This design comes from an exercise in tuning for small area on the open sky130 flow, not from production work. The RTL was checked by simulation tests, not by an equivalence proof against the original design. No driver is modelled on the clock port, so clocking that relies on it looks cheaper here than on a real chip. Power is estimated from default activity; no workload was simulated.

`flow/config.mk`:
```
export PLATFORM = sky130hd
export DESIGN_NAME = tri_mode_mac
export DESIGN_NICKNAME = tri_mode_mac
export VERILOG_FILES = /design/flow/design.v
export SDC_FILE = /design/flow/constraint.sdc
export NUM_CORES = 4
export LEC_CHECK = 0
export CAP_MARGIN = 0
export CORE_MARGIN = 2
export CORE_UTILIZATION = 65
export SLEW_MARGIN = 0
```
`flow/constraint.sdc`:
```
create_clock -name core_clock -period 8.0 [get_ports {clk}]
set_input_delay 1.6000 -clock core_clock [delete_from_list [all_inputs] [get_ports {clk}]]
set_output_delay 1.6000 -clock core_clock [all_outputs]
set_load 0.01 [all_outputs]
```
`flow/design.v`:
```
module ethernet_crc32 (
  input  logic [7:0]  fb,
  output logic [31:0] feedback
  );
  always_comb begin
    feedback = {fb, 24'd0};
    for (int i = 0; i < 8; i++) begin
      feedback = feedback[31] ? ({feedback[30:0], 1'b0} ^ 32'h04C11DB7)
                              : {feedback[30:0], 1'b0};
    end
  end
endmodule
module ethernet_mac_encap (
  input  logic        clk,
  input  logic        reset,
  input  logic [7:0]  tdata,
  input  logic        tvalid,
  output logic        tready,
  input  logic        tuser,
  input  logic        tlast,
  input  logic [1:0]  speed_mode,  
  input  logic        div_u_last,  
  input  logic        div_last,    
  output logic        clk_enable,  
  output logic [7:0]  gmii_txd,    
  output logic        gmii_txen,   
  output logic        gmii_txer    
  );
  localparam logic [2:0] IDLE     = 3'd0,
                         PREAMBLE = 3'd1,
                         SFD      = 3'd2,
                         DATA     = 3'd4,
                         PAD      = 3'd5,
                         FCS      = 3'd6,
                         IFG      = 3'd7;
  logic [2:0]  state;
  logic [10:0] count;
  logic [31:0] crc;
  logic [31:0] crc_fb;
  logic [7:0]  fb;
  logic        accept;
  always_ff @(posedge clk) begin
    if (reset) begin
      clk_enable <= 1'b0;
    end else begin
      clk_enable <= speed_mode[1] | (div_u_last & (speed_mode[0] | div_last));
    end
  end
  assign tready = state == DATA && clk_enable;
  assign gmii_txen = state != IDLE && (state != IFG || count[3:0] == 4'd0);
  assign accept = state == DATA && tvalid;
  always_ff @(posedge clk) begin
    if (reset) begin
      gmii_txd  <= 8'h00;
      gmii_txer <= 1'b0;
    end else if (clk_enable) begin
      case (state)
        IDLE     : gmii_txd <= tvalid ? 8'h55 : 8'h00;
        PREAMBLE : gmii_txd <= 8'h55;
        SFD      : gmii_txd <= 8'hD5;
        DATA     : gmii_txd <= tvalid ? tdata : 8'h00;
        FCS      : gmii_txd <= ~{crc[24], crc[25], crc[26], crc[27],
                                 crc[28], crc[29], crc[30], crc[31]};
        default  : gmii_txd <= 8'h00;
      endcase
      gmii_txer <= accept & tuser;
    end
  end
  always_ff @(posedge clk) begin
    if (reset) begin
      state <= IDLE;
      count <= 11'd0;
    end else if (clk_enable) begin
      case (state)
        IDLE : begin
          if (tvalid) state <= PREAMBLE;
        end
        PREAMBLE : begin
          if (count[2] & count[0]) begin           
            count <= 11'd0;
            state <= SFD;
          end else begin
            count <= count + 11'd1;
          end
        end
        SFD : begin
          state <= DATA;
        end
        DATA : begin
          if ((count & 11'd1513) == 11'd1513) begin    
            count <= 11'd0;
            state <= FCS;
          end else if (tvalid && tlast && count >= 11'd59) begin
            count <= 11'd0;
            state <= FCS;
          end else begin
            count <= count + 11'd1;
            if (tvalid && tlast) state <= PAD;
          end
        end
        PAD : begin
          if ((count & 11'd59) == 11'd59) begin        
            count <= 11'd0;
            state <= FCS;
          end else begin
            count <= count + 11'd1;
          end
        end
        FCS : begin
          if (count[1] & count[0]) begin           
            count <= 11'd0;
            state <= IFG;
          end else begin
            count <= count + 11'd1;
          end
        end
        IFG : begin
          if (count[3] & count[1] & count[0]) begin   
            count <= 11'd0;
            state <= IDLE;
          end else begin
            count <= count + 11'd1;
          end
        end
        default : begin
          state <= IDLE;
          count <= 11'd0;
        end
      endcase
    end
  end
  always_comb begin
    fb = crc[31:24] ^ (accept ? {tdata[0], tdata[1], tdata[2], tdata[3],
                                 tdata[4], tdata[5], tdata[6], tdata[7]} : 8'h00);
    if (state == FCS) fb = 8'h00;
  end
  ethernet_crc32 ethernet_crc32_inst (
    .fb       (fb),
    .feedback (crc_fb)
  );
  always_ff @(posedge clk) begin
    if (!state[2]) begin
      crc <= 32'hFFFFFFFF;
    end else if (clk_enable) begin
      crc <= {crc[23:0], 8'h00} ^ crc_fb;
    end
  end
endmodule
module ethernet_mac_decap (
  input  logic        clk,
  input  logic        reset,
  output logic [7:0]  tdata,
  output logic        tvalid,
  output logic        tuser,
  output logic        tlast,
  input  logic        mac_address_filter,
  input  logic [47:0] mac_address,
  input  logic        clk_enable,
  input  logic [7:0]  gmii_rxd,        
  input  logic        gmii_rxdv,       
  input  logic        gmii_rxer        
  );
  localparam logic [31:0] CRC32_RESIDUE = 32'hC704DD7B;
  localparam logic [1:0] IDLE       = 2'd0,    
                         DATA       = 2'd1,
                         SKIP_FRAME = 2'd2;
  logic [1:0]  state;
  logic [10:0] count;
  logic [31:0] crc;
  logic [31:0] crc_fb;
  logic [7:0] hold;
  logic       rx_error;      
  logic       da_mismatch;   
  logic       da_bcast;      
  logic [7:0] mac_byte;
  logic       too_long;
  always_comb begin
    case (count[2:0])
      3'd0    : mac_byte = mac_address[47:40];
      3'd1    : mac_byte = mac_address[39:32];
      3'd2    : mac_byte = mac_address[31:24];
      3'd3    : mac_byte = mac_address[23:16];
      3'd4    : mac_byte = mac_address[15:8];
      default : mac_byte = mac_address[7:0];
    endcase
  end
  assign too_long = (count & 11'd1518) == 11'd1518;
  logic [7:0] rxd_q;
  logic       enable_q;
  always_ff @(posedge clk) begin
    rxd_q    <= gmii_rxd;
    enable_q <= clk_enable;
    if (enable_q) begin
      hold <= rxd_q;
    end
  end
  assign tdata = hold;
  always_ff @(posedge clk) begin
    if (reset) begin
      tvalid <= 1'b0;
    end else begin
      tvalid <= clk_enable && state == DATA && count != 11'd0;
    end
  end
  assign tlast = state != DATA;
  assign tuser = state[1]
               | rx_error
               | count < 11'd64
               | crc != CRC32_RESIDUE
               | (mac_address_filter & da_mismatch & ~da_bcast);
  always_ff @(posedge clk) begin
    if (reset) begin
      state <= IDLE;
    end else if (clk_enable) begin
      case (state)
        IDLE : begin
          if (gmii_rxdv && (gmii_rxer || gmii_rxd != 8'hD5 && gmii_rxd != 8'h55)) begin
            state <= SKIP_FRAME;
          end else if (gmii_rxdv && gmii_rxd == 8'hD5) begin
            state <= DATA;
          end
        end
        DATA : begin
          if (!gmii_rxdv) begin
            state <= IDLE;
          end else if (too_long) begin
            state <= SKIP_FRAME;
          end
        end
        default : begin
          if (!gmii_rxdv) begin
            state <= IDLE;
          end
        end
      endcase
    end
  end
  always_ff @(posedge clk) begin
    if (clk_enable) begin
      if (state == IDLE) begin
        count       <= 11'd0;
        rx_error    <= 1'b0;
        da_mismatch <= 1'b0;
        da_bcast    <= 1'b1;
      end else if (state == DATA && gmii_rxdv && !too_long) begin
        count    <= count + 11'd1;
        rx_error <= rx_error | gmii_rxer;
        if (count < 11'd6) begin
          if (gmii_rxd != mac_byte) da_mismatch <= 1'b1;
          if (gmii_rxd != 8'hFF)    da_bcast    <= 1'b0;
        end
      end
    end
  end
  ethernet_crc32 ethernet_crc32_inst (
    .fb       (crc[31:24] ^ {gmii_rxd[0], gmii_rxd[1], gmii_rxd[2], gmii_rxd[3],
                             gmii_rxd[4], gmii_rxd[5], gmii_rxd[6], gmii_rxd[7]}),
    .feedback (crc_fb)
  );
  always_ff @(posedge clk) begin
    if (state == IDLE) begin
      crc <= 32'hFFFFFFFF;
    end else if (clk_enable && gmii_rxdv && state == DATA) begin
      crc <= {crc[23:0], 8'h00} ^ crc_fb;
    end
  end
endmodule
module ethernet_mac_top (
  input  logic        clk,
  input  logic        reset,
  output logic [7:0]  rx_tdata,
  output logic        rx_tvalid,
  output logic        rx_tuser,
  output logic        rx_tlast,
  input  logic [7:0]  tx_tdata,
  input  logic        tx_tvalid,
  output logic        tx_tready,
  input  logic        tx_tuser,
  input  logic        tx_tlast,
  input  logic [1:0]  speed_mode,      
  input  logic        mac_address_filter,
  input  logic [47:0] mac_address,
  input  logic        div_u_last,      
  input  logic        div_last,        
  input  logic        rx_clk_enable,
  output logic        tx_clk_enable,
  output logic [7:0]  gmii_txd,
  output logic        gmii_txen,
  output logic        gmii_txer,
  input  logic [7:0]  gmii_rxd,
  input  logic        gmii_rxdv,
  input  logic        gmii_rxer
  );
  ethernet_mac_decap ethernet_mac_decap_inst (
    .clk                (clk),
    .reset              (reset),
    .tdata              (rx_tdata),
    .tvalid             (rx_tvalid),
    .tuser              (rx_tuser),
    .tlast              (rx_tlast),
    .mac_address_filter (mac_address_filter),
    .mac_address        (mac_address),
    .clk_enable         (rx_clk_enable),
    .gmii_rxd           (gmii_rxd),
    .gmii_rxdv          (gmii_rxdv),
    .gmii_rxer          (gmii_rxer)
  );
  ethernet_mac_encap ethernet_mac_encap_inst (
    .clk                (clk),
    .reset              (reset),
    .tdata              (tx_tdata),
    .tvalid             (tx_tvalid),
    .tready             (tx_tready),
    .tuser              (tx_tuser),
    .tlast              (tx_tlast),
    .speed_mode         (speed_mode),
    .div_u_last         (div_u_last),
    .div_last           (div_last),
    .clk_enable         (tx_clk_enable),
    .gmii_txd           (gmii_txd),
    .gmii_txen          (gmii_txen),
    .gmii_txer          (gmii_txer)
  );
endmodule
module mdio_clause45_controller (
  input  logic        clk,
  input  logic        reset,
  input  logic [3:0]  div_u,           
  input  logic [2:0]  div_t,           
  output logic        mdc_o,
  input  logic        mdio_i,
  output logic        mdio_o,
  output logic        mdio_oe,
  input  logic        access_request,
  input  logic [1:0]  access_type,
  input  logic [4:0]  dev_type,
  input  logic [4:0]  phy_address,
  input  logic [15:0] write_data,
  output logic [15:0] read_data,
  output logic        access_complete,
  output logic        busy
  );
  logic [6:0]  pos;
  logic        request_pending;
  logic        write_operation;
  logic [1:0]  op;
  logic [25:0] shreg;
  logic tick, sample, mdc_high;
  logic st_idle, st_done, active, accept;
  logic in_cmd, in_ta, in_data;
  assign tick     = div_t[2] & div_u[3] & div_u[0];                   
  assign sample   = div_t == 3'd1 && div_u == 4'd2;                    
  assign mdc_high = div_t[2] | (div_t[1] & (div_t[0] | div_u >= 4'd5));  
  assign st_idle = pos[6] & pos[0];
  assign st_done = pos[6] & ~pos[0];
  assign active  = ~pos[6];
  assign in_cmd  = pos[6:4] == 3'b010 && pos[3:1] != 3'b111;
  assign in_ta   = pos[6:1] == 6'b010111;
  assign in_data = pos[6:4] == 3'b011;
  assign accept  = ~request_pending & st_idle & access_request;
  assign busy      = request_pending;
  assign read_data = shreg[15:0];
  assign write_operation = ~op[1];
  always_ff @(posedge clk) begin
    if (reset) begin
      request_pending <= 1'b0;
    end else if (st_done) begin
      request_pending <= 1'b0;
    end else if (accept) begin
      request_pending <= 1'b1;
    end
  end
  always_ff @(posedge clk) begin
    if (accept) begin
      op    <= access_type;
      shreg <= {phy_address, dev_type, write_data};
    end else if ((tick & ((in_cmd & pos[3:2] != 2'b00) | (in_data & write_operation)))
               | (sample & in_data & ~write_operation)) begin
      shreg <= {shreg[24:0], mdio_i};
    end
  end
  always_ff @(posedge clk) begin
    if (reset) begin
      pos <= 7'd65;
    end else if (tick) begin
      if (st_idle) begin
        if (request_pending) pos <= 7'd0;
      end else begin
        pos <= pos + 7'd1;
      end
    end
  end
  always_ff @(posedge clk) begin
    access_complete <= st_done & tick;
    mdc_o           <= active & mdc_high;
    mdio_oe         <= active & (write_operation | ~(in_ta | in_data));
    mdio_o          <= (active & ~pos[5])
                     | (in_cmd & pos[3:1] == 3'b001 & (pos[0] ? op[0] : op[1]))
                     | (in_cmd & pos[3:2] != 2'b00 & shreg[25])
                     | (write_operation & ((in_ta & ~pos[0]) | (in_data & shreg[25])));
  end
endmodule
module tri_mode_mac (
  input  logic        clk,
  input  logic        reset,
  output logic [7:0]  rx_tdata,
  output logic        rx_tvalid,
  output logic        rx_tuser,
  output logic        rx_tlast,
  input  logic [7:0]  tx_tdata,
  input  logic        tx_tvalid,
  output logic        tx_tready,
  input  logic        tx_tuser,
  input  logic        tx_tlast,
  input  logic [1:0]  speed_mode,
  input  logic        mac_address_filter,
  input  logic [47:0] mac_address,
  input  logic        rx_clk_enable,
  output logic        tx_clk_enable,
  output logic [7:0]  gmii_txd,
  output logic        gmii_txen,
  output logic        gmii_txer,
  input  logic [7:0]  gmii_rxd,
  input  logic        gmii_rxdv,
  input  logic        gmii_rxer,
  output logic        mdc_o,
  input  logic        mdio_i,
  output logic        mdio_o,
  output logic        mdio_oe,
  input  logic        mdio_access_request,
  input  logic [1:0]  mdio_access_type,
  input  logic [4:0]  mdio_dev_type,
  input  logic [4:0]  mdio_phy_address,
  input  logic [15:0] mdio_write_data,
  output logic [15:0] mdio_read_data,
  output logic        mdio_access_complete,
  output logic        mdio_busy
  );
  logic [3:0] cnt_u;
  logic [2:0] cnt_t;
  logic       cnt_h;
  logic       u_last, t_last;
  assign u_last = cnt_u[3] & cnt_u[0];           
  assign t_last = cnt_t[2];                      
  always_ff @(posedge clk) begin
    if (reset) begin
      cnt_u <= 4'd0;
      cnt_t <= 3'd0;
      cnt_h <= 1'b0;
    end else begin
      cnt_u <= u_last ? 4'd0 : cnt_u + 4'd1;
      if (u_last) begin
        cnt_t <= t_last ? 3'd0 : cnt_t + 3'd1;
        if (t_last) cnt_h <= ~cnt_h;
      end
    end
  end
  ethernet_mac_top ethernet_mac_top_inst (
    .clk                (clk),
    .reset              (reset),
    .rx_tdata           (rx_tdata),
    .rx_tvalid          (rx_tvalid),
    .rx_tuser           (rx_tuser),
    .rx_tlast           (rx_tlast),
    .tx_tdata           (tx_tdata),
    .tx_tvalid          (tx_tvalid),
    .tx_tready          (tx_tready),
    .tx_tuser           (tx_tuser),
    .tx_tlast           (tx_tlast),
    .speed_mode         (speed_mode),
    .mac_address_filter (mac_address_filter),
    .mac_address        (mac_address),
    .div_u_last         (u_last),
    .div_last           (u_last & t_last & cnt_h),
    .rx_clk_enable      (rx_clk_enable),
    .tx_clk_enable      (tx_clk_enable),
    .gmii_txd           (gmii_txd),
    .gmii_txen          (gmii_txen),
    .gmii_txer          (gmii_txer),
    .gmii_rxd           (gmii_rxd),
    .gmii_rxdv          (gmii_rxdv),
    .gmii_rxer          (gmii_rxer)
  );
  mdio_clause45_controller mdio_inst (
    .clk             (clk),
    .reset           (reset),
    .div_u           (cnt_u),
    .div_t           (cnt_t),
    .mdc_o           (mdc_o),
    .mdio_i          (mdio_i),
    .mdio_o          (mdio_o),
    .mdio_oe         (mdio_oe),
    .access_request  (mdio_access_request),
    .access_type     (mdio_access_type),
    .dev_type        (mdio_dev_type),
    .phy_address     (mdio_phy_address),
    .write_data      (mdio_write_data),
    .read_data       (mdio_read_data),
    .access_complete (mdio_access_complete),
    .busy            (mdio_busy)
  );
endmodule
```
`flow/flow/run.sh`:
```
#!/bin/bash
# ORFS layout with three changes from the standard one:
#  - synthesis is the standard synthesis script, except that ABC maps the
#    logic with an area-oriented script (flow/area.abc, &deepsyn), and the
#    adders (counters) are left to ABC instead of half-adder cells. It is run
#    with twelve random seeds, four at a time, and the smallest result is kept. The flip-flops
#    are mapped before ABC runs, so they are the standard synthesis's;
#  - port buffers use the smallest buffer cell;
#  - the clock tree uses small clock buffers and no dummy loads; after CTS,
#    flow/post_cts.tcl upsizes the clock buffers whose loads see a slow edge.
set -euo pipefail
WORK=$PWD
FLOW=$WORK/flow
SEEDS="1 2 3 4 5 6 7 8 9 10 11 12"

# synthesis script: ORFS's synth.tcl with ABC's script replaced
for s in $SEEDS; do
  sed "s/@SEED@/$s/" "$FLOW/area.abc" > "$WORK/area_$s.abc"
  sed '/^source .*synth_preamble.tcl/a set abc_args [lreplace $abc_args 1 1 '"$WORK/area_$s.abc"']' \
    "$FLOW_HOME/scripts/synth.tcl" > "$WORK/area_synth_$s.tcl"
  grep -q "area_$s.abc" "$WORK/area_synth_$s.tcl"
  { echo 'set ::env(ADDER_MAP_FILE) ""'
    sed "s#\$::env(SCRIPTS_DIR)/synth.tcl#$WORK/area_synth_$s.tcl#" "$WORK/synth_recipe.tcl"; } > "$WORK/area_synth_recipe_$s.tcl"
  grep -q "area_synth_$s.tcl" "$WORK/area_synth_recipe_$s.tcl"
done

n=0
for s in $SEEDS; do
  make -C "$FLOW_HOME" DESIGN_CONFIG="$WORK/config.mk" WORK_HOME="$WORK/orfs_seed$s" CLKGATE_MAP_FILE= \
    SYNTH_SCRIPT="$WORK/area_synth_recipe_$s.tcl" synth > "synth_seed$s.log" 2>&1 &
  n=$((n + 1))
  if (( n % 4 == 0 )); then wait; fi
done
wait

best=""; best_area=""
for s in $SEEDS; do
  stat="$WORK/orfs_seed$s/reports/$FLOW_PLATFORM/tri_mode_mac/base/synth_stat.txt"
  [[ -f "$WORK/orfs_seed$s/results/$FLOW_PLATFORM/tri_mode_mac/base/1_synth.odb" && -f "$stat" ]] || continue
  area=$(sed -nE "s/.*Chip area for module .*: ([0-9.]+).*/\1/p" "$stat" | head -1)
  echo "seed $s: synthesized area $area" | tee -a synth_choice.log
  if [[ -z "$best" ]] || awk -v a="$area" -v b="$best_area" 'BEGIN { exit !(a < b) }'; then
    best=$s; best_area=$area
  fi
done
[[ -n "$best" ]]
echo "kept seed $best" | tee -a synth_choice.log
mv "$WORK/orfs_seed$best" "$WORK/orfs"

export BUFFER_PORTS_ARGS="-buffer_cell sky130_fd_sc_hd__buf_1"
export CTS_ARGS="-sink_clustering_enable -repair_clock_nets -dont_use_dummy_load -root_buf sky130_fd_sc_hd__clkbuf_8 -buf_list {sky130_fd_sc_hd__clkbuf_4}"
export POST_CTS_TCL="$FLOW/post_cts.tcl"
bash standard.sh > flow.log 2>&1
```
`flow/flow/area.abc`:
```
&get -n
&st
&deepsyn -T 30 -S @SEED@
&nf -R 1000 -p
&put
topo
dnsize -c
```
`flow/flow/post_cts.tcl`:
```
# Runs at the end of ORFS's CTS step (POST_CTS_TCL). The clock tree is built
# from clkbuf_4 cells; here each clock buffer whose loads would see a clock
# edge slower than the limits below is swapped for a stronger one, the root
# first, and the placement is legalized again.
estimate_parasitics -placement

proc worst_load_slew { name } {
  set worst 0.0
  set net [get_nets -of_objects [get_pins $name/X]]
  foreach p [get_pins -of_objects $net -filter "direction==input"] {
    set s [get_property $p slew_max]
    if { $s > $worst } { set worst $s }
  }
  return $worst
}

set block [ord::get_db_block]
set root {}
set leaves {}
foreach inst [$block getInsts] {
  if { ![string match "sky130_fd_sc_hd__clkbuf_*" [[$inst getMaster] getName]] } { continue }
  set in_net [[$inst findITerm A] getNet]
  if { $in_net ne "NULL" && [$in_net getName] eq "clk" } {
    lappend root $inst
  } else {
    lappend leaves $inst
  }
}

set sizes {sky130_fd_sc_hd__clkbuf_4 sky130_fd_sc_hd__clkbuf_8 sky130_fd_sc_hd__clkbuf_16}
proc upsize { inst limit sizes } {
  set name [$inst getName]
  while { [worst_load_slew $name] > $limit } {
    set m [[$inst getMaster] getName]
    set i [lsearch $sizes $m]
    if { $i < 0 || $i + 1 >= [llength $sizes] } { break }
    set next [lindex $sizes [expr { $i + 1 }]]
    puts "post_cts: $name $m -> $next (load slew [worst_load_slew $name])"
    replace_cell $name $next
    estimate_parasitics -placement
  }
}

foreach inst $root { upsize $inst 0.25 $sizes }
foreach inst $leaves { upsize $inst 0.115 $sizes }

detailed_placement
check_placement -verbose
estimate_parasitics -placement
report_clock_skew
```
`flow/standard.sh`:
```
#!/bin/bash
# synth_recipe.tcl (not shown) runs the flow's synth.tcl, then flattens the netlist and writes it again
# the make line also repeats each setting of config.mk as NAME=value (left out here)
make -C /OpenROAD-flow-scripts/flow DESIGN_CONFIG=/design/flow/config.mk WORK_HOME=/design/flow/orfs CLKGATE_MAP_FILE= SYNTH_SCRIPT=/design/flow/synth_recipe.tcl "${@:-finish}"
```
==> impl.org, run 1 <==
** Timing
- Final-report setup violation count :: 0
- Worst Clk Skew :: 0.0373 ns
- Dividing the final minimum period by the clock period gives 56.6%.
- The final hold violation count is 0.
- Normalized max-slew margin :: 16.9%
- Crit path time final :: 4.53 ns
- RSZ-0062 raised after global routing :: no
- For the pin with the worst max-slew slack, the measured transition is 1.25 ns.
- Setup total negative slack on the finished layout was measured at 0 ns.
- For this run, the top clock speed supported by timing is 221 MHz.
- Max-slew violation count :: 0

** Final layout
- Antenna Cells :: 0
- Finished Layout Cells :: 1097
- Post-layout nets :: 1057
- For this run, the share of the core covered by cells in the final layout is 72.9%.
- The area growth from synthesis to layout is 10.1%.
- Layout cell share with drive strength beyond 1 :: 2.11%

** Route
- The final layout contains routed wiring with a total length of 19000 microns.
- Number of optimization iterations in the first detailed-route pass :: 5
- Number of DRC markers after the initial detailed-route iteration :: 501
- Average detailed-routed wire length per instance :: 17.3 microns
- Remaining antenna violation count after routing :: 0
- Via count :: 6766
- After detailed routing, the number of vias per cell comes to 6.17.
- After detailed routing, the number of remaining DRC violations is 0.

** Setup path
- Category of the critical setup timing path :: in -> reg
- STA puts the critical path data required time at 8.39 ns.
- Number of buffer and inverter stages on the critical path :: 1
- Of all nets on the critical path, the largest fanout is 9.
- Cell-by-cell trace of the critical path :: buf_1 -> nor3b_1 -> and2_0 -> o21ai_0 -> o21ai_0 -> xor2_1 -> xnor2_1 -> xor2_1 -> xor2_1 -> a21oi_1 -> o21ai_0 -> o21a_1
- Slowest cell on the critical path :: sky130_fd_sc_hd__nor3b_1
- On the worst path, the slowest cell contributes a delay of 0.78 ns.
- Data arrives at the worst endpoint at 4.91 ns.
- STA classifies the critical path endpoint as a register.
- The cell family contributing the most delay on the critical path is XOR/XNOR gates.
- STA classifies the critical path startpoint as an input port.

** Synth
- In this run the biggest area consumer among cell types represents 30.3% of the synthesized area.
- Of the synthesized area, sequential elements account for 49.3%.
- Synth top cells by count :: 120 x sky130_fd_sc_hd__dfxtp_1, 84 x sky130_fd_sc_hd__a21oi_1, 65 x sky130_fd_sc_hd__nor2_1, 65 x sky130_fd_sc_hd__o21ai_0, 50 x sky130_fd_sc_hd__edfxtp_1
- Largest cells by area after synthesis :: sky130_fd_sc_hd__dfxtp_1 30%, sky130_fd_sc_hd__edfxtp_1 19%, sky130_fd_sc_hd__a21oi_1 5.3%
- Number of flops mapped to enable cells by yosys :: 50
- Top cell type by total area after synthesis :: sky130_fd_sc_hd__dfxtp_1
- The most used flip-flop cell after synthesis is sky130_fd_sc_hd__dfxtp_1.
- After synthesis, the share of flip-flops with an asynchronous set or reset is 0%.
- The netlist uses 51 different library cells.
- Synthesized Nets :: 903
- Dividing the synthesized area by the synthesized cell count gives 9.92 sq um.
- Synthesized cell area :: 7920 sq um
- After technology mapping, the gate count stands at 798.
- Most common cell in the netlist :: sky130_fd_sc_hd__dfxtp_1
- The synthesized design contains 170 register bits.
- Yosys printed 5 warnings.

** Pwr
- IR analysis of the VDD net gives a maximum drop of 0.000143 V.
- The analysis attributes to cell leakage a power of 0.00300 uW.
- Power density normalized to cell area :: 193 nW/um^2

** Run status
- Status :: timing/DRC/antenna clean

** Floorplanning
- The die is 114 microns wide.
- Placeable core area :: 12000 sq um
- Pin placement for this block handled 149 I/O pins.
- Measured along the y axis, the die boundary spans 114 microns.
- Effective utilization at floorplan :: 66.2%
- Die outline area :: 13100 sq um
- Standard-cell rows :: 40

** Place
- After detailed placement, the design holds a cell count of 1080.
- Buffers on Ports :: 148
- Placer Congestion :: 0.982
- The HPWL after detailed placement is 14200 microns.

** CTS
- The clock drives 170 sinks.
- TritonCTS built the clock tree.
- Worst-skew pair later-pin latency :: 0.44 ns
- Clk pin slew, worst setup/hold paths :: 0.11 ns

** Job
- Across the run, the number of max-cap violations was 0.

** GRT
- Via count of the first global-routing pass :: 6349
- Global routing usage on met2 :: 48.7%
- Met3 Resource Use GR :: 6.93%
- Initial antenna violation count :: 0
- Pin count of the biggest net entering global routing :: 34
- For this run, global-route usage on met1 was measured as 40.2%.
- The first global-routing pass estimated 31000 microns of wire.
- Across every metal layer, demand over resource in global routing totals 29.9%.
- Grt peak-use layer :: met2
- The total overflow left after global routing is 0.

** Hold path
- Path class of the lowest-slack min-delay path :: reg -> reg
## worst reg2reg max path: cells and delay by family (launching register included)
kind / cells / cell delay, ns
compound gates: 5 / 0.82
xor+xnor: 4 / 1.37
flops: 1 / 0.52
simple gates: 3 / 1.36
## per-layer routing
layer / part of all wire (%) / up-vias
li1: - / 3262
met1: 44 / 3212
met2: 47 / 260
met3: 6.9 / 32
met4: 1.9 / 0
met5: 0 / -
## worst paths after layout
path                  start        to  slack (ns)  depth (start not counted)
setup / recovery  tx_tvalid  register        3.47                         12
hold reg to reg    register  register        0.39                          0
hold / removal     register  register        0.39                          0
setup reg to reg   register  register        3.92                         12
## report_power, final
group | switching (uW) | leakage, uW | internal (uW)
registers | 39.7 | 0.00146 | 938
logic | 207 | 0.00145 | 122
clock network | 248 | 0.0000912 | 126
## cell type report
| cell class | instances | area (sq um) |
|---|---|---|
| tap | 147 | 184 |
| multi-input combinational | 603 | 3860 |
| clock buffer | 17 | 159 |
| inverter | 9 | 33.8 |
| timing repair buffer | 151 | 578 |
| sequential | 170 | 3900 |
| fill | 944 | 3240 |
## kinds of logic after synthesis
group | Yosys count | share of synthesized area, %
AOI/OAI and AO/OA | 269 | 21.2
muxes | 31 | 4.38
xor gates and xnor gates | 82 | 9.07
and+or+nand+nor | 221 | 14.1
DFF | 170 | 49.3
buffers and inverters | 25 | 1.94
## cell usage in the layout (no fill, tap or decap), types with 7 or more instances in the layout
cell	n
sky130_fd_sc_hd__edfxtp_1	50
sky130_fd_sc_hd__nand2b_1	7
sky130_fd_sc_hd__clkbuf_4	12
sky130_fd_sc_hd__clkinv_1	9
sky130_fd_sc_hd__o21ai_0	65
sky130_fd_sc_hd__nand4_1	9
sky130_fd_sc_hd__a22oi_1	16
sky130_fd_sc_hd__and2_0	14
sky130_fd_sc_hd__buf_1	148
sky130_fd_sc_hd__and3_1	11
sky130_fd_sc_hd__nor2_1	65
sky130_fd_sc_hd__dfxtp_1	120
sky130_fd_sc_hd__a221oi_1	9
sky130_fd_sc_hd__nor3_1	20
sky130_fd_sc_hd__nand2_1	48
sky130_fd_sc_hd__xnor2_1	42
sky130_fd_sc_hd__o21a_1	38
sky130_fd_sc_hd__a31oi_1	7
sky130_fd_sc_hd__a21oi_1	84
sky130_fd_sc_hd__nor2b_1	12
sky130_fd_sc_hd__xor2_1	40
sky130_fd_sc_hd__mux2_1	29
sky130_fd_sc_hd__o22ai_1	12
## registers in the layout (all words and copies together) (netlist names), 2 cells and up
name and flops:
cnt_t 3, cnt_u 4, ethernet_mac_top_inst.ethernet_mac_decap_inst.count 11, ethernet_mac_top_inst.ethernet_mac_decap_inst.crc 32, ethernet_mac_top_inst.ethernet_mac_decap_inst.hold 8, ethernet_mac_top_inst.ethernet_mac_decap_inst.rxd_q 8, ethernet_mac_top_inst.ethernet_mac_decap_inst.state 2, ethernet_mac_top_inst.ethernet_mac_encap_inst.count 11
ethernet_mac_top_inst.ethernet_mac_encap_inst.crc 32, ethernet_mac_top_inst.ethernet_mac_encap_inst.gmii_txd 8, ethernet_mac_top_inst.ethernet_mac_encap_inst.state 3, mdio_inst.op 2, mdio_inst.pos 7, mdio_inst.shreg 26
## stage by stage
step	total power, uW	hold WS, ns	area [sq um]	worst slack, ns
after floorplan	1220	0.386	7920	3.86
after global placement	1300	0.386	8560	3.30
after detailed placement	1320	0.389	8560	3.14
after global routing	1760	0.389	8720	3.13
final	1680	0.386	8720	3.47
==> inputs of run 2 (changes only) <==
--- a/flow/config.mk
+++ b/flow/config.mk
@@ -5,7 +5,7 @@
 export SDC_FILE = /design/flow/constraint.sdc
 export NUM_CORES = 4
 export LEC_CHECK = 0
-export CAP_MARGIN = 0
+export CAP_MARGIN = 20
 export CORE_MARGIN = 2
 export CORE_UTILIZATION = 65
-export SLEW_MARGIN = 0
+export SLEW_MARGIN = 20
==> impl.org, run 2 <==
** Run status
- Status: timing/DRC/antenna clean (unchanged).

** Synth
- Synth top cells by count: 120 x sky130_fd_sc_hd__dfxtp_1, 84 x sky130_fd_sc_hd__a21oi_1, 65 x sky130_fd_sc_hd__nor2_1, 65 x sky130_fd_sc_hd__o21ai_0, 50 x sky130_fd_sc_hd__edfxtp_1 (unchanged).
- The sequential cell area fraction in the yosys report was 49.3% (unchanged).
- Top cell type by total area after synthesis :: sky130_fd_sc_hd__dfxtp_1 (unchanged)
- Synthesized cell area :: 7920 sq um (unchanged)
- The post-synthesis cell count is 798 (unchanged).
- Most common cell in the netlist :: sky130_fd_sc_hd__dfxtp_1 (unchanged)
- The number of storage elements in the synthesis netlist came to 170 (unchanged).
- The post-synthesis cell type count is 51 (unchanged).
- Area share of the leading cell type in the synthesized netlist :: 30.3% (unchanged)
- Yosys synthesis warning count :: 5 (unchanged)
- Largest cells by area after synthesis: sky130_fd_sc_hd__dfxtp_1 30%, sky130_fd_sc_hd__edfxtp_1 19%, sky130_fd_sc_hd__a21oi_1 5.3% (unchanged).
- The most used flip-flop cell after synthesis is sky130_fd_sc_hd__dfxtp_1 (unchanged).
- The synthesized netlist net count came to 903 (unchanged).
- Proportion of synthesized flip-flops having asynchronous set or reset :: 0% (unchanged)
- The number of enable-type register cells in the synthesized netlist was 50 (unchanged).
- Mapped Avg Cell Area :: 9.92 sq um (unchanged)

** Setup path
- The kind of launch point of the worst setup path is an input port (unchanged).
- The largest driver fanout on the critical path was 9 (unchanged).
- Cell-by-cell trace of the critical path: buf_1 -> nor3b_1 -> and2_0 -> o21ai_0 -> o21ai_0 -> xor2_1 -> xnor2_1 -> xor2_1 -> xor2_1 -> a21oi_1 -> o21ai_0 -> o21a_1 (unchanged).
- Slowest cell on the critical path :: sky130_fd_sc_hd__nor3b_1 (unchanged)
- The required time of the critical path was 8.38 ns (was 8.39 ns).
- The type of the worst setup path was in -> reg (unchanged).
- Crit. End Element :: register (unchanged)
- Arrival time at the worst endpoint :: 4.90 ns (was 4.91 ns)
- Maximum single-stage delay on the critical path :: 0.78 ns (about the same)

** Final layout
- Commonest non-fill, non-tap cell in the layout :: sky130_fd_sc_hd__buf_1 (unchanged)
- The ratio of cells with drive above 1 in the final layout is 2.42% (was 2.11%).
- P&R area growth vs syn :: 10.3% (was 10.1%)
- Most frequent cells in the layout: 148 x sky130_fd_sc_hd__buf_1, 120 x sky130_fd_sc_hd__dfxtp_1, 84 x sky130_fd_sc_hd__a21oi_1 (unchanged).
- Largest registers: ethernet_mac_top_inst.ethernet_mac_decap_inst.crc (32), ethernet_mac_top_inst.ethernet_mac_encap_inst.crc (32), mdio_inst.shreg (26) (unchanged).
- Post-layout nets :: 1058 (was 1057)
- The antenna cell count came to 0 (unchanged).

** Floorplanning
- The area of the core region came to 12000 sq um (unchanged).
- Standard-cell rows :: 40 (unchanged)
- Die outline area :: 13100 sq um (unchanged)
- Die Ht :: 114 microns (unchanged)
- Number of placed I/O pins :: 149 (unchanged)
- Die Span X :: 114 microns (unchanged)
- Effective utilization at floorplan :: 66.2% (unchanged)

** GRT
- The total congestion overflow came to 0 (unchanged).
- The wire length of the first global-routing pass was 31000 microns (about the same).
- The via count of the first global-routing pass came to 6391 (was 6349).
- The number of antenna violations at the first check in global routing came to 0 (unchanged).
- The overall routing resource usage came to 30.0% (was 29.9%).
- The pin count of the biggest net entering global routing was 34 (unchanged).

** Pwr
- The overall power of the completed layout came to 1670 uW (was 1680 uW).
- Internal power of the cells :: 1180 uW (was 1190 uW)
- The power per cell area is 191 nW/um^2 (was 193 nW/um^2).
- Seq pwr share :: 58.4% (was 58.2%)
- Total net switching power :: 491 uW (was 495 uW)
- The part of the power in combinational logic was 19.7% (was 19.6%).
- Clock group share of total power :: 21.8% (was 22.2%)
- The switching share of power was 29.4% (was 29.5%).
- The leakage power summed over all cells was 0.00300 uW (about the same).
- Maximum vdd ir drop :: 0.000144 V (was 0.000143 V)

** Timing
- Final-report hold violation count :: 0 (unchanged)
- The final cycle utilization of the critical path came to 56.6% (about the same).
- Max-slew violation count :: 0 (unchanged)
- Timing-limited maximum frequency :: 221 MHz (about the same)
- Worst-margin pin slew :: 1.05 ns (was 1.25 ns)
- The setup TNS after final layout came to 0 ns (unchanged).
- Worst Clk Skew :: 0.0366 ns (was 0.0373 ns)
- The relative slew slack is 29.6% (was 16.9%).
- RSZ-0062 raised after global routing: no (unchanged).
- Crit path time final :: 4.52 ns (was 4.53 ns)
- Final-report setup violation count :: 0 (unchanged)

** Place
- The half-perimeter wire length after detailed placement was 14200 microns (about the same).
- Buffers on Ports :: 148 (unchanged)
- Placer Congestion :: 0.982 (unchanged)

** CTS
- The clock insertion delay at the later pin of the skew report is 0.43 ns (was 0.44 ns).
- Sinks on the clock net :: 170 (unchanged)
- The CTS tree was yes (unchanged).
- The clock slew seen by the registers of the worst setup and hold paths is 0.10 ns (was 0.11 ns).

** Route
- The remaining antenna violation count after routing came to 0 (unchanged).
- Average detailed-routed wire length per instance :: 17.3 microns (about the same)
- The wire length reported by the detailed router was 19000 microns (about the same).
- The detailed router's first-iteration violation count came to 480 (was 501).
- Mean number of vias per cell :: 6.17 (about the same)
- The detailed-routing iteration count for the pre-antenna-repair pass is 5 (unchanged).
- Via count :: 6780 (was 6766)
- The number of remaining DRC errors was 0 (unchanged).

** Hold path
- Path class of the lowest-slack min-delay path :: reg -> reg (unchanged)

** Job
- The number of maximum-capacitance violations was 0 (unchanged).
run 2: cell count changes in the layout (fill, tap and decap cells not counted):
cell / before / now
sky130_fd_sc_hd__nand2_1: 48 / 47
sky130_fd_sc_hd__nand2b_1: 7 / 6
sky130_fd_sc_hd__nand2b_2: 0 / 1
sky130_fd_sc_hd__buf_8: 0 / 1
sky130_fd_sc_hd__nand2_2: 0 / 1
sky130_fd_sc_hd__clkbuf_4: 12 / 13
sky130_fd_sc_hd__clkbuf_8: 5 / 4
run 2: worst paths after layout:
check / cells after the start / slack (ns) / start / to
setup / recovery: 12 / 3.48 / tx_tvalid / register
hold / removal: 0 / 0.41 / register / register
setup reg to reg: 12 / 3.90 / register / register
hold reg to reg: 0 / 0.41 / register / register
run 2: layout make-up:
cell class                 count  area (sq um)
sequential                   170          3900
timing repair buffer         152           593
inverter                       9          33.8
tap                          147           184
fill                         927          3230
multi-input combinational    603          3860
clock buffer                  17           153
run 2: cell families after synthesis:
logic type / Yosys count / synth area share (%)
AOI/OAI and AO/OA: 269 / 21.2
xor gates and xnor gates: 82 / 9.07
buffers and inverters: 25 / 1.94
DFF: 170 / 49.3
muxes: 31 / 4.38
and+or+nand+nor: 221 / 14.1
run 2: power by group through the flow:
| stage | logic, uW | clock network (uW) | registers (uW) |
|---|---|---|---|
| after floorplan | 237 | 0 | 986 |
| after global placement | 311 | 0 | 994 |
| after detailed placement | 321 | 0 | 996 |
| after global routing | 364 | 406 | 983 |
| final | 329 | 365 | 977 |
run 2: routing by layer:
| layer | track usage [%] | part of all wire, % | up-vias |
|---|---|---|---|
| met5 | 0 | 0 | - |
| met4 | 10.6 | 2.0 | 0 |
| met3 | 7.20 | 7.1 | 35 |
| met2 | 48.0 | 47 | 300 |
| met1 | 40.2 | 44 | 3188 |
| li1 | - | - | 3257 |
run 2: worst max-delay path: cells and delay by family:
kind                      cells  cell delay, ns
and+or+nand+nor               2            1.02
AOI/OAI and AO/OA             5            0.81
buffers and inverters         1            0.12
xor gates and xnor gates      4            1.34
run 2: metrics by stage:
| stage | util (%) | instance area, sq um | hold WS (ns) | worst slack, ns | instances |
|---|---|---|---|---|---|
| finish | 73.0 | 8730 | 0.407 | 3.48 | 1098 |
| global route | 73.0 | 8730 | 0.420 | 3.08 | 1098 |
| detailed placement | 71.6 | 8560 | 0.393 | 3.12 | 1080 |
| global placement | 71.5 | 8560 | 0.386 | 3.30 | 1080 |
| floorplan | - | 7920 | 0.386 | 3.86 | 798 |
==> inputs of run 3 (changes only) <==
--- a/flow/config.mk
+++ b/flow/config.mk
@@ -7,5 +7,5 @@
 export LEC_CHECK = 0
 export CAP_MARGIN = 20
 export CORE_MARGIN = 2
-export CORE_UTILIZATION = 65
+export CORE_UTILIZATION = 75
 export SLEW_MARGIN = 20
==> impl.org, run 3 <==
** Run status
- Status: timing/DRC/antenna clean (unchanged).

** GRT
- The overall routing resource usage came to 35.0% (was 30.0%).
- The wire length of the first global-routing pass is 31300 microns (was 31000 microns).
- The number of antenna violations at the first check in global routing came to 0 (unchanged).
- Aggregate global routing overflow :: 0 (unchanged)
- Via count of the first global-routing pass :: 6607 (was 6391)
- Pin count of the biggest net entering global routing :: 34 (unchanged)

** Final layout
- Commonest non-fill, non-tap cell in the layout :: sky130_fd_sc_hd__buf_1 (unchanged)
- The final core area utilization is 84.6% (was 73.0%).
- P&R area growth vs syn :: 9.88% (was 10.3%)
- The number of nets at the end of the flow was 1056 (was 1058).
- Layout cell share with drive strength beyond 1 :: 2.21% (was 2.42%)
- Largest registers :: ethernet_mac_top_inst.ethernet_mac_decap_inst.crc (32), ethernet_mac_top_inst.ethernet_mac_encap_inst.crc (32), mdio_inst.shreg (26) (unchanged)
- Most frequent cells in the layout :: 148 x sky130_fd_sc_hd__buf_1, 120 x sky130_fd_sc_hd__dfxtp_1, 84 x sky130_fd_sc_hd__a21oi_1 (unchanged)
- Antenna Cells :: 0 (unchanged)

** Synth
- The adder-cell share of the synthesized area came to 0% (unchanged).
- Most common cell in the netlist :: sky130_fd_sc_hd__dfxtp_1 (unchanged)
- The most used flip-flop cell after synthesis is sky130_fd_sc_hd__dfxtp_1 (unchanged).
- The proportion of synthesized flip-flops having asynchronous set or reset is 0% (unchanged).
- Number of synthesized register bits :: 170 (unchanged)
- The number of warnings printed during yosys synthesis came to 5 (unchanged).
- Synthesized cell area :: 7920 sq um (unchanged)
- Synthesized Nets :: 903 (unchanged)
- The share of the synthesized area in compound gates (AO/OA/AOI/OAI) came to 21.2% (unchanged).
- The xor/xnor cell area share of the yosys netlist is 9.07% (unchanged).
- Synth top cells by count :: 120 x sky130_fd_sc_hd__dfxtp_1, 84 x sky130_fd_sc_hd__a21oi_1, 65 x sky130_fd_sc_hd__nor2_1, 65 x sky130_fd_sc_hd__o21ai_0, 50 x sky130_fd_sc_hd__edfxtp_1 (unchanged)
- Share of synthesized cell area in and, or, nand and nor gates :: 14.1% (unchanged)
- The main combinational cell family by area after synthesis is compound AO/OA/AOI/OAI gates (unchanged).
- Largest cells by area after synthesis: sky130_fd_sc_hd__dfxtp_1 30%, sky130_fd_sc_hd__edfxtp_1 19%, sky130_fd_sc_hd__a21oi_1 5.3% (unchanged).
- Sequential fraction of the synthesis area :: 49.3% (unchanged)
- Number of instances in the synthesized netlist :: 798 (unchanged)
- Area share of the leading cell type in the synthesized netlist :: 30.3% (unchanged)
- The mux contribution to synthesized area was 4.38% (unchanged).
- The largest area contributor in the synthesized netlist is sky130_fd_sc_hd__dfxtp_1 (unchanged).
- Mapped Avg Cell Area :: 9.92 sq um (unchanged)
- Number of flops mapped to enable cells by yosys :: 50 (unchanged)
- The post-synthesis cell type count came to 51 (unchanged).

** Timing
- The maximum operating frequency was 222 MHz (was 221 MHz).
- Sum of negative setup slack :: 0 ns (unchanged)
- The final hold violation count is 0 (unchanged).
- Final worst path period share :: 56.4% (was 56.6%)
- Worst Clk Skew :: 0.0383 ns (was 0.0366 ns)
- Final-report setup violation count :: 0 (unchanged)
- The shortest period the worst path allows was 4.51 ns (was 4.52 ns).
- Normalized max-slew margin :: 23.6% (was 29.6%)
- RSZ-0062 raised after global routing :: no (unchanged)
- The transition at the pin with the smallest max-transition slack was 1.14 ns (was 1.05 ns).
- Max-slew violation count :: 0 (unchanged)

** Setup path
- The type of the worst setup path is in -> reg (unchanged).
- Crit. End Element :: register (unchanged)
- Kind of launch point of the worst setup path :: input port (unchanged)
- The required time of the critical path was 8.38 ns (about the same).
- Slowest cell on the critical path :: sky130_fd_sc_hd__nor3b_1 (unchanged)
- Cell-by-cell trace of the critical path: buf_1 -> nor3b_1 -> and2_0 -> o21ai_0 -> o21ai_0 -> xor2_1 -> xnor2_1 -> xor2_1 -> xor2_1 -> a21oi_1 -> o21ai_0 -> o21a_1 (unchanged).
- CP max FO :: 9 (unchanged)
- The number of cell instances on the worst register-to-register path was 12 (unchanged).
- The data arrival time of the critical path was 4.89 ns (was 4.90 ns).
- Maximum single-stage delay on the critical path :: 0.82 ns (was 0.78 ns)

** Floorplanning
- Number of placed I/O pins :: 149 (unchanged)
- The effective utilization at floorplan was 77.0% (was 66.2%).
- The area of the core region came to 10300 sq um (was 12000 sq um).
- The number of rows in the core area was 37 (was 40).
- Die Ht :: 107 microns (was 114 microns)
- Die outline area :: 11400 sq um (was 13100 sq um)
- Die Span X :: 107 microns (was 114 microns)

** CTS
- The clock sink count was 170 (unchanged).
- Worst-skew pair later-pin latency :: 0.45 ns (was 0.43 ns)
- CTS tree :: yes (unchanged)
- Clk pin slew, worst setup/hold paths :: 0.11 ns (was 0.10 ns)

** Pwr
- The leakage power summed over all cells came to 0.00300 uW (about the same).
- The overall power of the completed layout came to 1690 uW (was 1670 uW).
- The peak supply drop is 0.000150 V (was 0.000144 V).
- Power density normalized to cell area :: 195 nW/um^2 (was 191 nW/um^2)

** Route
- Via count :: 6951 (was 6780)
- The wire length reported by the detailed router is 19800 microns (was 19000 microns).
- The number of remaining DRC errors is 0 (unchanged).
- The detailed router's first-iteration violation count came to 720 (was 480).
- The mean number of vias per cell came to 6.41 (was 6.17).
- The remaining antenna violation count after routing is 0 (unchanged).
- Number of optimization iterations in the first detailed-route pass :: 6 (was 5)
- The per-cell routed wire length is 18.3 microns (was 17.3 microns).

** Place
- The count of buffers from port buffering was 148 (unchanged).
- The half-perimeter wire length after detailed placement is 14500 microns (was 14200 microns).
- Placer Congestion :: 0.952 (was 0.982)

** Hold path
- The class of the worst hold path was reg -> reg (unchanged).
- Depth of the worst hold-timing path :: 0 (unchanged)

** Job
- Count of max-cap constraint violations :: 0 (unchanged)
==> run 3: area by class of cell <==
class                   instances  area, sq um
clock buffers                  17          159
multi-input cells             603         3860
well taps                     136          170
inverters                       9         33.8
fillers                       618         1580
flip-flops and latches        170         3900
repair buffers                150          571
==> run 3: power breakdown <==
group	switching, uW	internal (uW)
Clock	257	126
Sequential	40.0	938
Combinational	211	122
Total	507	1180
==> run 3: cells by family (layout without fill, tap and decap cells) <==
group / Yosys count / after routing
xor gates and xnor gates: 82 / 82
muxes: 31 / 31
AOI/OAI and AO/OA: 269 / 269
buffers and inverters: 25 / 176
and+or+nand+nor: 221 / 221
DFF: 170 / 170
==> run 3: worst paths after layout <==
path                            startpoint        to  slack, ns
worst max-delay path             tx_tvalid  register       3.49
worst min-delay path              register  register       0.37
worst max register to register    register  register       3.82
worst min register to register    register  register       0.37
==> run 3: metal layers <==
| layer | share of wire, % | up-vias | GRT usage (%) |
|---|---|---|---|
| li1 | - | 3234 | - |
| met1 | 38 | 3233 | 41.9 |
| met2 | 49 | 424 | 60.2 |
| met3 | 9.9 | 60 | 8.88 |
| met4 | 2.7 | 0 | 14.2 |
| met5 | 0 | - | 0 |
==> run 3: through the flow <==
stage,worst slack [ns],instances,hold slack (ns),area [sq um]
5_1_grt,3.12,1085,0.375,8700
6_report,3.49,1085,0.373,8700
3_5_place_dp,3.18,1068,0.389,8540
2_1_floorplan,3.86,798,0.386,7920
3_3_place_gp,3.33,1068,0.387,8540
==> run 3: worst max-delay path, delay by kind of cell <==
kind | cells | cell delay, ns
XOR/XNOR | 4 | 1.33
AND/OR/NAND/NOR | 2 | 1.07
AO/OA/AOI/OAI | 5 | 0.78
buffers and inverters | 1 | 0.11

==> port drivers added, routing unchanged <==
In the flow no input, the clock included, has a driving cell. The finished layouts below were timed again as built, in two steps. Step 1: set_driving_cell puts a clkbuf_16 on clk and a buf_2 on each other input, an assumption about the parent block. Step 2 adds t to the input delays and takes it off the output delays; t is the mean of the earliest and latest rising clock arrival at the registers after step 1. Input paths then give back, and output paths get back, about the clock's delay inside the block. a / b / c = no drivers / after step 1 / after step 2; a / b = the first two.
| run | t (ns) | slack for setup (ns) | worst register clock-pin slew, ns |
|---|---|---|---|
| run 1 | 0.457 | 3.473 / 3.482 / 3.025 | 0.11 / 0.11 |
| run 2 | 0.451 | 3.475 / 3.489 / 3.038 | 0.11 / 0.11 |
| run 3 | 0.464 | 3.492 / 3.504 / 3.040 | 0.12 / 0.12 |
After both steps setup and hold are still met in every run listed. The setup slack of run 3, which loses most, moves by +0.012 ns with the drivers and by -0.452 ns with both steps.
